This design comes from an exercise in tuning for small area and a short achievable clock period on the open sky130 flow, not from production work.
The RTL was checked by simulation tests, not by an equivalence proof against the original design.

==> flow/design.v <==
module calc_row #(parameter int W = 17, parameter int K = 3) (
    input  logic [W-1:0]   x,
    input  logic [K*W-1:0] mk,      
    input  logic [K-1:0]   hz,      
    input  logic [K-1:0]   en,      
    output logic [W-1:0]   xn,
    output logic [K-1:0]   g
);
    logic [W:0] t [1:K];
    always_comb begin
        for (int k = 1; k <= K; k++) begin
            t[k] = {1'b0, x} - {1'b0, mk[(k-1)*W +: W]};
            g[k-1] = (hz[k-1] & ~t[k][W]) | en[k-1];
        end
        xn = x & {W{~g[0]}};
        for (int k = 1; k <= K; k++)
            xn = xn | (t[k][W-1:0] & {W{g[k-1] & (k == K || !g[k])}});
    end
endmodule
module rec_calc(
    input [16:0] valA,
    input [3:0] op,
    input clk,
    input reset,
    output [16:0] result
);
    logic [16:0] valB;
    logic [16:0] out;
    logic [16:0] quot;
    logic [16:0] nxt;
    logic [18:0] m [1:3];
    logic isdiv, ismul, issub, isadd;
    logic [16:0] x [0:7];
    assign isdiv = (op == 4'd3);
    assign ismul = (op == 4'd2);
    assign issub = (op == 4'd1);
    assign isadd = ~isdiv & ~ismul & ~issub;
    always_comb
        for (int k = 1; k <= 3; k++) m[k] = valB * k;
    logic [16:0] x0;
    assign x0 = (isdiv | issub) ? valA : ismul ? 17'h1ffff : ~valA;
    logic [20:0] mk0;
    logic [6:0] hz0, en0, g0;
    always_comb
        for (int k = 1; k <= 7; k++) begin
            logic [2:0] lo;
            lo = valB[2:0] * k;
            mk0[(k-1)*3 +: 3] = lo;
            hz0[k-1] = isdiv & (valB <= 17'd7 / k);
            en0[k-1] = ismul & (valA[16:14] >= k);
        end
    calc_row #(.W(3), .K(7)) row_top (.x(x0[16:14]), .mk(mk0), .hz(hz0), .en(en0), .xn(x[7][16:14]), .g(g0));
    assign x[7][13:0] = x0[13:0];
    assign quot[16] = g0[3];
    assign quot[15] = (g0[1] & ~g0[3]) | g0[5];
    assign quot[14] = (g0[0] & ~g0[1]) | (g0[2] & ~g0[3]) | (g0[4] & ~g0[5]) | g0[6];
    for (genvar j = 6; j >= 0; j--) begin : rows
        localparam int W = 17 - 2 * j;
        logic [3*W-1:0] mk;
        logic [2:0] hz, en, g;
        always_comb
            for (int k = 1; k <= 3; k++) begin
                mk[(k-1)*W +: W] = m[k][W-1:0];
                hz[k-1] = isdiv & ((m[k] >> W) == 19'd0);
                en[k-1] = (ismul & ({valA[2*j+1], valA[2*j]} >= k))
                        | ((issub | isadd) & (j == 0) & (k == 1));
            end
        calc_row #(.W(W), .K(3)) row (.x(x[j+1][16:2*j]), .mk(mk), .hz(hz), .en(en), .xn(x[j][16:2*j]), .g(g));
        if (j > 0) begin : low
            assign x[j][2*j-1:0] = x[j+1][2*j-1:0];
        end
        assign quot[2*j+1] = g[1];
        assign quot[2*j] = (g[0] & ~g[1]) | g[2];
    end
    assign nxt = isdiv ? quot : issub ? x[0] : ~x[0];
    always @(posedge clk) begin
        if (reset) begin
            valB <= 'b0;
            out <= 'b0;
        end else begin
            valB <= out;
            out <= nxt;
        end
    end
    assign result = out;
endmodule
export LEC_CHECK = 0
export ABC_AREA = 1
export CAP_MARGIN = 20
export CORE_MARGIN = 2
export CORE_UTILIZATION = 65
export SETUP_SLACK_MARGIN = 5
export SLEW_MARGIN = 20
create_clock -name core_clock -period 33.0 [get_ports {clk}]
run.sh (not shown) runs the stock make flow with config.mk's settings and CLKGATE_MAP_FILE= SYNTH_SCRIPT=/design/flow/synth_recipe.tcl, a recipe that flattens the netlist after the stock synthesis.
Change:
--- a/flow/config.mk
+++ b/flow/config.mk
@@ -13 +13,3 @@
 export SLEW_MARGIN = 20
+export SYNTH_HIERARCHICAL = 1
+export SYNTH_MINIMUM_KEEP_SIZE = 0
After rerunning:
- The new run finished with timing, DRC and antenna clean
- area after synthesis is higher by well over a third
- setup slack improved by 3.6 ns
- cell area is higher by a quarter to a third
- cell count is higher by well over a third
- non-clock buffer count is higher by 5
- register-to-register slack improved by 3.9 ns
- sequential cell count stays the same
- routed wire length is higher by a quarter to a third

-- port drivers added, routing unchanged --
The flow's constraints put no driver on any port. The routed layouts listed below were extracted and timed again, unchanged, in two steps. Step 1 sets driving cells, clkbuf_16 on the clock port and buf_2 on the other inputs (assumed; they add their load-dependent delay and slew). Step 2 also shifts input and output timing later by t, the mid clock arrival at the registers, as if the neighbouring blocks saw the same clock. Slacks: ideal ports / drivers / drivers and shift; pairs: ideal ports / drivers.
run | t (ns) | setup WS [ns] | worst setup path at the end | worst register clock-pin slew, ns
the first run | 0.308 | 6.779 / 6.785 / 6.476 | input to register | 0.05 / 0.05
the second run | 0.305 | 10.404 / 10.409 / 10.104 | input to register | 0.05 / 0.05
After both steps every run listed still meets setup and hold. For the first run, which loses most, drivers alone change the setup slack by +0.006 ns; drivers and shift together by -0.303 ns.
